Context: an optimization exercise on an open-source flow, tuned for small area. The choices shown serve that exercise and are no tape-out recipe.
The RTL was checked by simulation tests, not by an equivalence proof against the original design.
Power figures rest on the tool's default switching activity, not on a simulated workload.

==> flow/design.v <==
module uart_burn_spi_flash (
input clk,rxd,rst ,
output txd,
input spi_miso,
output spi_mosi,spi_sck,
input [31:0]in32,
output reg [31:0] out32
);
localparam HDR = 3'b000, RST = 3'b001;
localparam C20 = 3'b010, C30 = 3'b011, C40 = 3'b101, C50 = 3'b110, C60 = 3'b111;
reg s1, s2;                                    
always @(posedge clk) begin s1 <= rxd; s2 <= s1; end
reg [2:0]  mode;
reg [1:0]  k;
reg        run;                                
reg [1:0]  g;                                  
reg [3:0]  q;                                  
reg [3:0]  n;                                  
reg [7:0]  sr;                                 
reg        txd_r, sck_r;
reg [15:0] cnt;                                
reg        bw;                                 
wire m20 = (mode == C20), m30 = (mode == C30), m40 = (mode == C40);
wire m50 = (mode == C50), m60 = (mode == C60), mhdr = (mode == HDR), mrst = (mode == RST);
wire txm  = m30 | (m40 & k[0]) | (m60 & k[1]);
wire rxm  = ~txm & ~mrst;
wire g3   = g[1] & ~g[0];
wire wrap = g3 & q[3];
wire ev   = run & wrap;
wire dbit = ev & n[3];
wire done = ev & (n[3:1] == 3'd0) & (n[0] == txm);
wire cnt0 = (cnt == 16'd0);
wire spi_act = run & ((~txm & (n == 4'd0) & ((m40 & ~k[0]) | (m50 & k[1]) | (m60 & k[0])))
                    | (m60 & (k == 2'd2) & (n == 4'd1)));
wire win  = spi_act & ~q[3];                   
wire dwin = ~q[3] & (q[2] ^ q[1]);
reg  hm;
wire ebit = n[0] ^ (k == 2'd0) ^ (k[1] & n[2]);
always @(posedge clk) if (!run) hm <= 1'b1; else if (dbit) hm <= hm & (s2 == ebit);
wire hmatch = hm;
wire cmdok  = (sr == 8'd20) | (sr == 8'd30) | (sr == 8'd40) | (sr == 8'd50) | (sr == 8'd60);
always @(posedge clk)
	if (!run) begin
		g <= 2'b10; q <= 4'd4; n <= 4'd7;
	end else begin
		g <= {g[0], ~g[1]};
		if (g3) q <= q[3] ? 4'd0 : q + 4'd1;
		if (wrap) n <= n + 4'd1;
	end
always @(posedge clk)
	if (rst) run <= 1'b0;
	else if (!run) run <= (rxm & ~s2) | txm;
	else if (done) run <= 1'b0;
always @(posedge clk)
	if (dbit) sr <= {s2, sr[7:1]};
	else if (win & g3) sr <= {sr[6:0], spi_miso};
wire [31:0] in32r = {in32[7:0], in32[15:8], in32[23:16], in32[31:24]};
wire tbit = m30 ? in32r[{k, n[2:0]}] : sr[0];
always @(posedge clk)
	if (!run) txd_r <= 1'b1;
	else if (ev & txm) txd_r <= n[3] ? tbit : ~n[2];
always @(posedge clk) sck_r <= win & g[0];
always @(posedge clk)
	if (dbit & (m50 | m60) & ~k[1]) cnt <= {s2, cnt[15:1]};
	else if (win) cnt <= {cnt[0] ^ (bw & dwin), cnt[15:1]};
always @(posedge clk) bw <= ~dwin | (bw & ~cnt[0]);
wire fill = rst | mrst;
always @(posedge clk)
	if (fill | (done & m20)) out32 <= {out32[23:0], sr | {8{fill}}};
wire to_hdr = mrst ? (k == 2'd2)
            : mhdr ? ((k == 2'd3) ? ~cmdok : ~hmatch)
            : m50  ? (k[1] & cnt0)
            : m60  ? (k == 2'd3)
            : m40  ? k[0]
            : (k == 2'd3);
always @(posedge clk)
	if (rst) begin
		mode <= RST; k <= 2'd0;
	end else if (mrst | done) begin
		if (to_hdr) begin
			mode <= HDR; k <= 2'd0;
		end else if (mhdr & (k == 2'd3)) begin
			mode <= sr[5:3]; k <= 2'd0;
		end else if (m60 & (k[1] ^ k[0]))
			k <= {1'b1, cnt0};
		else if (~(m50 & k[1]))
			k <= k + 2'd1;
	end
assign txd = txd_r;
assign spi_sck = sck_r;
assign spi_mosi = sr[7] | m60;
endmodule
export LEC_CHECK = 0
export CAP_MARGIN = 20
export CORE_MARGIN = 2
export CORE_UTILIZATION = 40
export PLACE_DENSITY = 0.6
export SLEW_MARGIN = 20
export BUFFER_PORTS_ARGS = -buffer_cell sky130_fd_sc_hd__buf_1
export CTS_ARGS = -sink_clustering_enable -repair_clock_nets -dont_use_dummy_load -buf_list sky130_fd_sc_hd__clkbuf_8
create_clock -name core_clock -period 5.0 [get_ports {clk}]
standard.sh (not shown) runs the stock make flow with config.mk's settings and CLKGATE_MAP_FILE= SYNTH_SCRIPT=/design/flow/synth_recipe.tcl, a recipe that flattens the netlist after the stock synthesis.
==> flow/flow/run.sh <==
#!/bin/bash
# Layout flow: the standard synthesis, then the combinational logic
# between the registers is re-mapped by ABC with an area-oriented script
# (the registers, their names and cell types are kept as they are), then the
# standard ORFS layout (standard.sh) with the extra ORFS variables of
# flow/extra.mk: sky130_fd_sc_hd__buf_1 port buffers and a clock tree
# without dummy loads.
set -euo pipefail
cat flow/extra.mk >> config.mk
bash standard.sh synth > synth.log 2>&1
R=orfs/results/$FLOW_PLATFORM/uart_burn_spi_flash/base
LIB=$FLOW_HOME/platforms/$FLOW_PLATFORM/lib/sky130_fd_sc_hd__tt_025C_1v80.lib
YOSYS=$(command -v yosys || echo $FLOW_HOME/../tools/install/yosys/bin/yosys)
cp $R/1_2_yosys.v std_synth.v
python3 flow/mkmap.py $LIB > cellmap.v
DU=""
for c in probe_p_8 probec_p_8 lpflow_bleeder_1 lpflow_clkbufkapwr_1 lpflow_clkbufkapwr_16 \
  lpflow_clkbufkapwr_2 lpflow_clkbufkapwr_4 lpflow_clkbufkapwr_8 lpflow_clkinvkapwr_1 \
  lpflow_clkinvkapwr_16 lpflow_clkinvkapwr_2 lpflow_clkinvkapwr_4 lpflow_clkinvkapwr_8 \
  lpflow_decapkapwr_12 lpflow_decapkapwr_3 lpflow_decapkapwr_4 lpflow_decapkapwr_6 \
  lpflow_decapkapwr_8 lpflow_inputiso0n_1 lpflow_inputiso0p_1 lpflow_inputiso1n_1 \
  lpflow_inputiso1p_1 lpflow_inputisolatch_1 lpflow_isobufsrc_1 lpflow_isobufsrc_16 \
  lpflow_isobufsrc_2 lpflow_isobufsrc_4 lpflow_isobufsrc_8 lpflow_isobufsrckapwr_16 \
  lpflow_lsbuf_lh_hl_isowell_tap_1 lpflow_lsbuf_lh_hl_isowell_tap_2 \
  lpflow_lsbuf_lh_hl_isowell_tap_4 lpflow_lsbuf_lh_isowell_4 lpflow_lsbuf_lh_isowell_tap_1 \
  lpflow_lsbuf_lh_isowell_tap_2 lpflow_lsbuf_lh_isowell_tap_4; do
  DU="$DU -dont_use sky130_fd_sc_hd__$c"
done
cat > resyn.ys <<EOF
read_liberty -lib $LIB
read_verilog std_synth.v
hierarchy -top $FLOW_TOP
techmap -map cellmap.v
techmap
opt -purge
abc -script flow/resyn.abc -liberty $LIB $DU
opt_clean -purge
hilomap -singleton -hicell sky130_fd_sc_hd__conb_1 HI -locell sky130_fd_sc_hd__conb_1 LO
splitnets
opt_clean -purge
check -assert -mapped
stat -liberty $LIB
write_verilog -noattr -nohex -nodec resyn.v
EOF
$YOSYS -l resyn.log -s resyn.ys > /dev/null 2>&1
cp resyn.v $R/1_2_yosys.v
bash standard.sh > standard.log 2>&1
Other scripts of this flow, unchanged in this note and not shown: flow/flow/extra.mk, flow/flow/mkmap.py, flow/flow/resyn.abc
The first run produced a clean layout.
Edit:
--- a/flow/design.v
+++ b/flow/design.v
@@ -32,14 +32,11 @@
 wire cnt0 = (cnt == 16'd0);
 wire spi_act = run & ((~txm & (n == 4'd0) & ((m40 & ~k[0]) | (m50 & k[1]) | (m60 & k[0])))
                     | (m60 & (k == 2'd2) & (n == 4'd1)));
 wire win  = spi_act & ~q[3];                   
 wire dwin = ~q[3] & (q[2] ^ q[1]);
-reg  hm;
-wire ebit = n[0] ^ (k == 2'd0) ^ (k[1] & n[2]);
-always @(posedge clk) if (!run) hm <= 1'b1; else if (dbit) hm <= hm & (s2 == ebit);
-wire hmatch = hm;
+wire hmatch = (k == 2'd0) ? (sr == 8'h55) : (k == 2'd1) ? (sr == 8'haa) : (sr == 8'h5a);
 wire cmdok  = (sr == 8'd20) | (sr == 8'd30) | (sr == 8'd40) | (sr == 8'd50) | (sr == 8'd60);
 always @(posedge clk)
 	if (!run) begin
 		g <= 2'b10; q <= 4'd4; n <= 4'd7;
 	end else begin
@@ -52,15 +49,20 @@
 	else if (!run) run <= (rxm & ~s2) | txm;
 	else if (done) run <= 1'b0;
 always @(posedge clk)
 	if (dbit) sr <= {s2, sr[7:1]};
 	else if (win & g3) sr <= {sr[6:0], spi_miso};
-wire [31:0] in32r = {in32[7:0], in32[15:8], in32[23:16], in32[31:24]};
-wire tbit = m30 ? in32r[{k, n[2:0]}] : sr[0];
+	else if (ev & m30 & (n == 4'd7))
+		case (k)
+		2'd0: sr <= in32[31:24];
+		2'd1: sr <= in32[23:16];
+		2'd2: sr <= in32[15:8];
+		default: sr <= in32[7:0];
+		endcase
 always @(posedge clk)
 	if (!run) txd_r <= 1'b1;
-	else if (ev & txm) txd_r <= n[3] ? tbit : ~n[2];
+	else if (ev & txm) txd_r <= n[3] ? sr[0] : ~n[2];
 always @(posedge clk) sck_r <= win & g[0];
 always @(posedge clk)
 	if (dbit & (m50 | m60) & ~k[1]) cnt <= {s2, cnt[15:1]};
 	else if (win) cnt <= {cnt[0] ^ (bw & dwin), cnt[15:1]};
 always @(posedge clk) bw <= ~dwin | (bw & ~cnt[0]);
What happened:
- The new run ran to the end with no violations
- global-route usage climbs by 0.34 points
- critical path depth falls by 1
- die area fell by about 0.9%
- wire length is about the same
- worst setup slack is worse by 55 ps
- clock skew falls by 15 ps
- worst hold slack hardly moves
- total power came out higher by about 3%
- sequential cell count goes down by 1
- via count falls by 2.3%

-- what the ideal ports hide --
The flow's constraints put no driver on any port. The routed layouts listed below were extracted and timed again, unchanged, in two steps.
Step 1 assumes that a clkbuf_16 drives the clock port and a buf_2 every other input.
Step 2, shift: input delay + t, output delay - t, t = (earliest + latest rising clock arrival at the registers) / 2. This alone moves slack from input paths to output paths.
a / b / c = ideal / step 1 / step 2; a / b = the first two.
run | t, ns | setup WS [ns] | hold WS [ns] | worst setup path after step 2
the first run | 0.375 | 2.397 / 2.371 / 2.397 | 0.327 / 0.327 / 0.327 | register to register
the second run | 0.370 | 2.342 / 2.342 / 2.342 | 0.328 / 0.328 / 0.328 | register to register
After both steps every run listed still meets setup and hold.
